This is an optimization exercise on Yosys and OpenROAD, whose aim is small area, a short achievable clock period and few clock cycles per item, not a production implementation.
The RTL was checked by simulation tests, not by an equivalence proof against the original design.

== rev 12 ==
==> flow/design.v (excerpt) <==
module Polygon #(
    parameter HALF_EYE_ANGLE = 520
)
(
    input clk,
    input rst_n,
    output reg oReadReq,
    input iRAMBusy,
    output [19:0] oRAMAddr,
    input  [15:0] iRAMData,
    input [19:0] iRAMPointCount,
    output [13:0] oAddr,
    input signed [15:0] iMemData,
    input [13:0] iPointCount,
    input signed [15:0] iAlpha, iBeta, iGamma,
    input iUseRAM,
    input i3D,
    input iStart,
    output oFinish,
    input iLineDrawRead,
    output signed [15:0] oU1, oU2, oV1, oV2,
    output oPointValid,
    output oIsRed
);
localparam T_A = 2'd0, T_B = 2'd1, T_G = 2'd2;
reg run, fin;
reg mRAM, m3D;
reg [15:0] pA, pB, pG;
reg [13:0] NP;               
assign oFinish = fin;
always @(posedge clk) begin
    if (!run) begin
        mRAM <= iUseRAM;
        m3D <= i3D;
        pA <= iAlpha;
        pB <= iBeta;
        pG <= iGamma;
        NP <= iUseRAM ? iRAMPointCount[13:0] : {iPointCount[12:0], 1'b0};
    end
end
function automatic [1:0] ptype(input [2:0] p);
    ptype = (p[2]) ? T_G : (p[1] ? T_B : T_A);
endfunction
function automatic pthread(input [2:0] p, input d3);
    pthread = (p[2] & d3) ? p[1] : p[0];
endfunction
reg [2:0] up;                
reg upV;                     
reg [13:0] pn4;              
wire [1:0] uT = ptype(up);
wire       ut = pthread(up, m3D);
wire       ue = m3D & up[0];             
wire       rEnd = m3D ? (up == 3'd7) : (up == 3'd5);
wire       lastRnd = (pn4 >= NP);
  ...
For scale: roughly 0.073 mm2 of cells after synthesis.
Settings: LEC_CHECK=0, CAP_MARGIN=20, CORE_MARGIN=2, CORE_UTILIZATION=40, SLEW_MARGIN=20; clock period 12.0 ns.
standard.sh (not shown) runs the stock make flow with config.mk's settings and CLKGATE_MAP_FILE= SYNTH_SCRIPT=/design/flow/synth_recipe.tcl, a recipe that flattens the netlist after the stock synthesis.
==> flow/flow/run.sh <==
#!/bin/bash
set -euo pipefail
bash standard.sh SETUP_SLACK_MARGIN=8 finish > standard_flow.log 2>&1
Testbench counts of rev 12, summed over its fixed seeds: cycles 100,942, lines 3,390.
Setup changes, rev 12 to rev 13
--- a/flow/design.v
+++ b/flow/design.v
@@ -271,23 +271,20 @@
 reg ended;                   
 reg oValid, oRed, oLast;
 reg [25:0] O1, O2, Xs;       
 wire [25:0] res = sel ? res1 : res0;
 wire rDone = sel ? mDone1 : mDone0;
 wire rt = sel ? mt1 : mt0;
 wire rL = sel ? mL1 : mL0;
-wire aEmit = (mRAM ? gotFirst : 1'b1) && !ended;
-wire romTake = !mRAM && mDone0 && mDone1 && !oValid && !ended;
-wire ramTake = mRAM && rDone && !oValid && !ended;
-wire take = romTake || ramTake;
-assign aTake0 = mDone0 && (ended || romTake || (ramTake && !sel));
-assign aTake1 = mDone1 && (ended || romTake || (ramTake && sel));
+wire aEmit = (mRAM ? gotFirst : sel) && !ended;
+wire take = rDone && !oValid && !ended;
+assign aTake0 = mDone0 && (ended || (!sel && !oValid));
+assign aTake1 = mDone1 && (ended || (sel && !oValid));
 wire [1:0] lastIdx = NP[1:0] - 2'd1;
-wire isLast = (mRAM ? (rL && ({rt, sel} == lastIdx)) : (mL1 && (mt1 == lastIdx[1]))) &&
-              (rEye || !m3D);
+wire isLast = rL && ({rt, sel} == lastIdx) && (rEye || !m3D);
 wire lineRead = oValid && iLineDrawRead;
 wire aUpd = run && take;
 assign oPointValid = oValid;
 assign oIsRed = oRed;
 assign oU1 = {{3{O1[25]}}, O1[25:13]};
 assign oV1 = {{3{O1[12]}}, O1[12:0]};
 assign oU2 = {{3{O2[25]}}, O2[25:13]};
@@ -326,15 +323,15 @@
                 oValid <= 1'b1;
                 oLast <= isLast;
                 if (isLast) ended <= 1'b1;
             end
             if (m3D) rEye <= !rEye;
             if (!m3D || rEye) begin
                 gotFirst <= 1'b1;
-                if (mRAM) sel <= !sel;
+                sel <= !sel;
             end
         end
     end
 end
 always @(posedge clk) begin
     if (aUpd) begin
         oRed <= rEye;
@@ -342,16 +339,20 @@
             if (gotFirst) O1 <= m3D ? Xs : O2;
             if (gotFirst || !m3D || rEye) O2 <= res;
             if (m3D) begin
                 if (gotFirst) Xs <= O2;
                 else if (!rEye) Xs <= res;
             end
         end else begin
-            O1 <= res0;
-            O2 <= res1;
+            if (!sel) begin
+                if (!rEye) O1 <= res; else Xs <= res;
+            end else begin
+                O2 <= res;
+                if (rEye) O1 <= Xs;
+            end
         end
     end
 end
 endmodule
 module PolyLane (
     input clk,
     input rst_n,
@@ -473,69 +474,66 @@
     end
     if (accEn) acc <= gnext;
     if (w1s2) s2[gt] <= gres;
     if (w2s1) s1[gt] <= gres;
     if (w2s3) s3[gt] <= gres;
 end
 reg dbusy;
-reg [3:0] dc;
+reg [4:0] dc;
 reg dxok;
-reg [15:0] dR, dd;
-reg [14:0] dq;               
+reg [15:0] dR, dd, dq;
 reg [15:0] dX, dY;
 reg dt, dL;
 wire [15:0] dRs = {dR[14:0], 1'b0};
 wire dge = (dRs >= dd);
-wire dDone = dbusy && (dc == 4'd14) && dxok;
-wire dq15 = (gres <= 16'd11360) || (gres >= 16'd58976);
+wire dDone = dbusy && (dc == 5'd16) && dxok;
 wire mfree;
 wire dHand = dDone && mfree;
 assign dfree = !dbusy || dHand;
 always @(posedge clk or negedge rst_n) begin
     if (!rst_n) begin
         dbusy <= 1'b0;
-        dc <= 4'd0;
+        dc <= 5'd0;
         dxok <= 1'b0;
     end else if (!run) begin
         dbusy <= 1'b0;
-        dc <= 4'd0;
+        dc <= 5'd0;
         dxok <= 1'b0;
     end else begin
         if (dStart) begin
             dbusy <= 1'b1;
-            dc <= 4'd0;
+            dc <= 5'd0;
             dxok <= 1'b0;
         end else begin
-            if (dbusy && dc != 4'd14) dc <= dc + 4'd1;
+            if (dbusy && dc != 5'd16) dc <= dc + 5'd1;
             if (w2g) dxok <= 1'b1;
             if (dHand) dbusy <= 1'b0;
         end
     end
 end
 always @(posedge clk) begin
     if (dStart) begin
-        dR <= dq15 ? gres + 16'd6560 : 16'd17920;
-        dq <= {14'd0, dq15};
+        dR <= 16'd8960;
         dd <= 16'd11360 - gres;
-    end else if (dbusy && dc != 4'd14) begin
+    end else if (dbusy && dc != 5'd16) begin
         dR <= dge ? dRs - dd : dRs;
-        dq <= {dq[13:0], dge};
+        dq <= {dq[14:0], dge};
     end
     if (w2g) begin
         dX <= gres;
         dY <= s3[gt];
         dt <= gt;
         dL <= gL;
     end
 end
 reg mbusy;
 reg [3:0] mc;
-reg [13:0] ms;
+reg [14:0] ms;
 reg signed [15:0] mX, mY, aU, aV;
-assign mDone = mbusy && (mc == 4'd14);
+assign mDone = mbusy && (mc == 4'd15);
 assign mfree = !mbusy || aTake;
 wire signed [16:0] sU = {aU[15], aU} + (ms[0] ? {mX[15], mX} : 17'sd0);
 wire signed [16:0] sV = {aV[15], aV} + (ms[0] ? {mY[15], mY} : 17'sd0);
 assign res = {aU[15:3], aV[15:3]};
 always @(posedge clk or negedge rst_n) begin
     if (!rst_n) begin
         mbusy <= 1'b0;
@@ -551,21 +549,21 @@
             if (mbusy && !mDone) mc <= mc + 4'd1;
             if (aTake) mbusy <= 1'b0;
         end
     end
 end
 always @(posedge clk) begin
     if (dHand) begin
-        ms <= dq[14:1];
+        ms <= dq[15:1];
         mX <= dX;
         mY <= dY;
         mt <= dt;
         mL <= dL;
-        aU <= dq[0] ? {dX[15], dX[15:1]} : 16'sd0;
-        aV <= dq[0] ? {dY[15], dY[15:1]} : 16'sd0;
+        aU <= 16'sd0;
+        aV <= 16'sd0;
     end else if (mbusy && !mDone) begin
         aU <= sU[16:1];
         aV <= sV[16:1];
         ms <= ms >> 1;
     end
 end
 endmodule
Floorplan die height delta for rev 13 relative to rev 12: 1.9% lower
The sequential share of layout area in rev 13 sits 1.0 points above the value recorded for rev 12.
Final setup TNS came out exactly the same in rev 12 and rev 13.
Non-clock buffer count sits lower in rev 13 than in rev 12.
On number of antenna cells inserted, the lower figure sits with rev 13, not rev 12.
[compare] base=rev 12 new=rev 13: met1 demand-to-capacity share in global routing -0.39 points; wire length after detailed routing -9100 um; weighted congestion at the end of routability-driven global placement +2.4%.
Testbench counts of rev 13, summed over its fixed seeds: cycles 108,063, lines 3,390.


Polygon, a different RTL version from the one above (not shown whole).
Size in the first run: ~6500 cells after synthesis, ~1100 flip-flops, roughly 220 I/O pins, ~0.068 mm2 of cells after synthesis.
==> flow/config.mk <==
export PLATFORM = sky130hd
export DESIGN_NAME = Polygon
export DESIGN_NICKNAME = Polygon
export VERILOG_FILES = /design/flow/design.v
export SDC_FILE = /design/flow/constraint.sdc
export NUM_CORES = 4
export LEC_CHECK = 0
export CAP_MARGIN = 20
export CORE_MARGIN = 2
export CORE_UTILIZATION = 40
export SLEW_MARGIN = 20
==> flow/constraint.sdc <==
create_clock -name core_clock -period 12.0 [get_ports {clk}]
set_input_delay 2.4000 -clock core_clock [delete_from_list [all_inputs] [get_ports {clk}]]
set_output_delay 2.4000 -clock core_clock [all_outputs]
set_load 0.01 [all_outputs]
Scripts as last shown in full above: flow/flow/run.sh
Testbench counts at the start, summed over its fixed seeds: cycles 101,203, lines 3,390.
==> next run, changes <==
--- a/flow/design.v
+++ b/flow/design.v
@@ -92,18 +92,17 @@
            ({16{oh[7]}} & 16'sd81) | ({16{oh[8]}} & 16'sd40) |
            ({16{oh[9]}} & 16'sd20) | ({16{oh[10]}} & 16'sd10) |
            ({16{oh[11]}} & 16'sd5) | ({16{oh[12]}} & 16'sd2);
 end
 wire busyIter = itr;
 wire dpos = ~ang[15] | ~busyIter;       
 wire signed [15:0] angA = busyIter ? ang : A1r;
-wire dposA = ~ang[15];       
-wire signed [15:0] nang = angA + (atan ^ {16{dposA}}) + {15'd0, dposA};
+wire signed [15:0] nang = dpos ? angA - atan : angA + atan;
 wire d13 = ~ang[15];
-wire signed [15:0] a14 = ang + (d13 ? 16'hffff : 16'h0001);
+wire signed [15:0] a14 = d13 ? ang - 16'sd1 : ang + 16'sd1;
 reg qv;
 reg qd13, qd14;
 reg [1:0] qT; reg qt, qL;
 wire gfree;                  
 wire gacc = qv && gfree;
 wire qfree = !qv || gacc;
 wire hand = full && qfree;                       
@@ -446,45 +445,41 @@
             shx = shx | (x >>> k);
             shy = shy | (y >>> k);
         end
     end
 end
 wire signed [16:0] ax = busyIter ? x : {L1x[15], L1x};
 wire signed [16:0] ay = busyIter ? y : {L1y[15], L1y};
-wire signed [16:0] nx = ax + (shy ^ {17{dpos}}) + {16'd0, dpos};
-wire signed [16:0] ny = ay + (shx ^ {17{~dpos}}) + {16'd0, ~dpos};
+wire signed [16:0] nx = dpos ? ax - shy : ax + shy;
+wire signed [16:0] ny = dpos ? ay + shx : ay - shx;
 always @(posedge clk) begin
     if (startFire || busyIter) begin
         x <= nx;
         y <= ny;
     end
 end
 reg signed [16:0] qx, qy;
 always @(posedge clk) begin
     if (hand) begin
         qx <= x;
         qy <= y;
     end
 end
-wire signed [16:0] qsy = qy >>> 13;
-wire signed [16:0] qsx = qx >>> 13;
-wire signed [16:0] ex = qx + (qsy ^ {17{qd13}}) + {16'd0, qd13};
-wire signed [16:0] ey = qy + (qsx ^ {17{~qd13}}) + {16'd0, ~qd13};
-reg signed [16:0] gx, gy;
-wire signed [16:0] gsy = gy >>> 14;
-wire signed [16:0] gsx = gx >>> 14;
-wire signed [16:0] fx = gx + (gsy ^ {17{gd14}}) + {16'd0, gd14};
-wire signed [16:0] fy = gy + (gsx ^ {17{~gd14}}) + {16'd0, ~gd14};
+wire signed [16:0] ex = qd13 ? qx - (qy >>> 13) : qx + (qy >>> 13);
+wire signed [16:0] ey = qd13 ? qy + (qx >>> 13) : qy - (qx >>> 13);
+wire signed [16:0] fx = gd14 ? gx - (gy >>> 14) : gx + (gy >>> 14);
+wire signed [16:0] fy = gd14 ? gy + (gx >>> 14) : gy - (gx >>> 14);
 reg signed [17:0] acc;
+reg signed [16:0] gx, gy;
 wire [15:0] gres = acc[16:1];
 wire signed [16:0] gV = cUseX ? gx : gy;
 wire signed [17:0] gVin = {gV[16], gV};
 wire signed [17:0] gAin = cInit ? gVin : acc;
 wire signed [17:0] gsh = cSh2 ? (gAin >>> 2) : (gAin >>> 3);
-wire signed [17:0] gnext = gsh + (gVin ^ {18{cSub}}) + {17'd0, cSub};
+wire signed [17:0] gnext = cSub ? gsh - gVin : gsh + gVin;
 always @(posedge clk) begin
     if (gacc) begin
         gx <= ex;
         gy <= ey;
     end else if (git) begin
         gx <= fx;
         gy <= fy;
Final area rises by 4.7%.
Setup slack loses 0.29 ns.
Critical path depth rises by 3.
Utilization rises by 0.86 points.
Hold slack gains 0.011 ns.
Testbench counts after the change, summed over its fixed seeds: cycles 101,203, lines 3,390.

separate check: timing with driven ports:
Ports are ideal in the flow. The routed layouts listed here were re-timed in OpenROAD. Step 1 sets driving cells, clkbuf_16 on the clock port and buf_2 on the other inputs (assumed; they add their load-dependent delay and slew). Step 2 also shifts input and output timing later by t, the mid clock arrival at the registers, as if the neighbouring blocks saw the same clock. Slacks: ideal ports / drivers / drivers and shift; pairs: ideal ports / drivers.
| run | t (ns) | setup WS [ns] | worst setup path at the end | worst register clock-pin slew, ns | worst slew at a driven data input, ns |
|---|---|---|---|---|---|
| rev 12 | 0.859 | 7.599 / 7.599 / 7.346 | input to register | 0.07 / 0.07 | 0.05 |
| rev 13 | 0.865 | 7.731 / 7.731 / 7.479 | input to register | 0.07 / 0.07 | 0.14 |
| the first run of note 2 | 0.857 | 7.932 / 7.915 / 7.363 | input to register | 0.06 / 0.06 | 0.07 |
| the second run of note 2 | 0.847 | 7.642 / 7.642 / 7.347 | input to register | 0.07 / 0.07 | 0.06 |
After both steps every run listed still meets setup and hold. For the first run of note 2, which loses most, drivers alone change the setup slack by -0.017 ns; drivers and shift together by -0.569 ns.
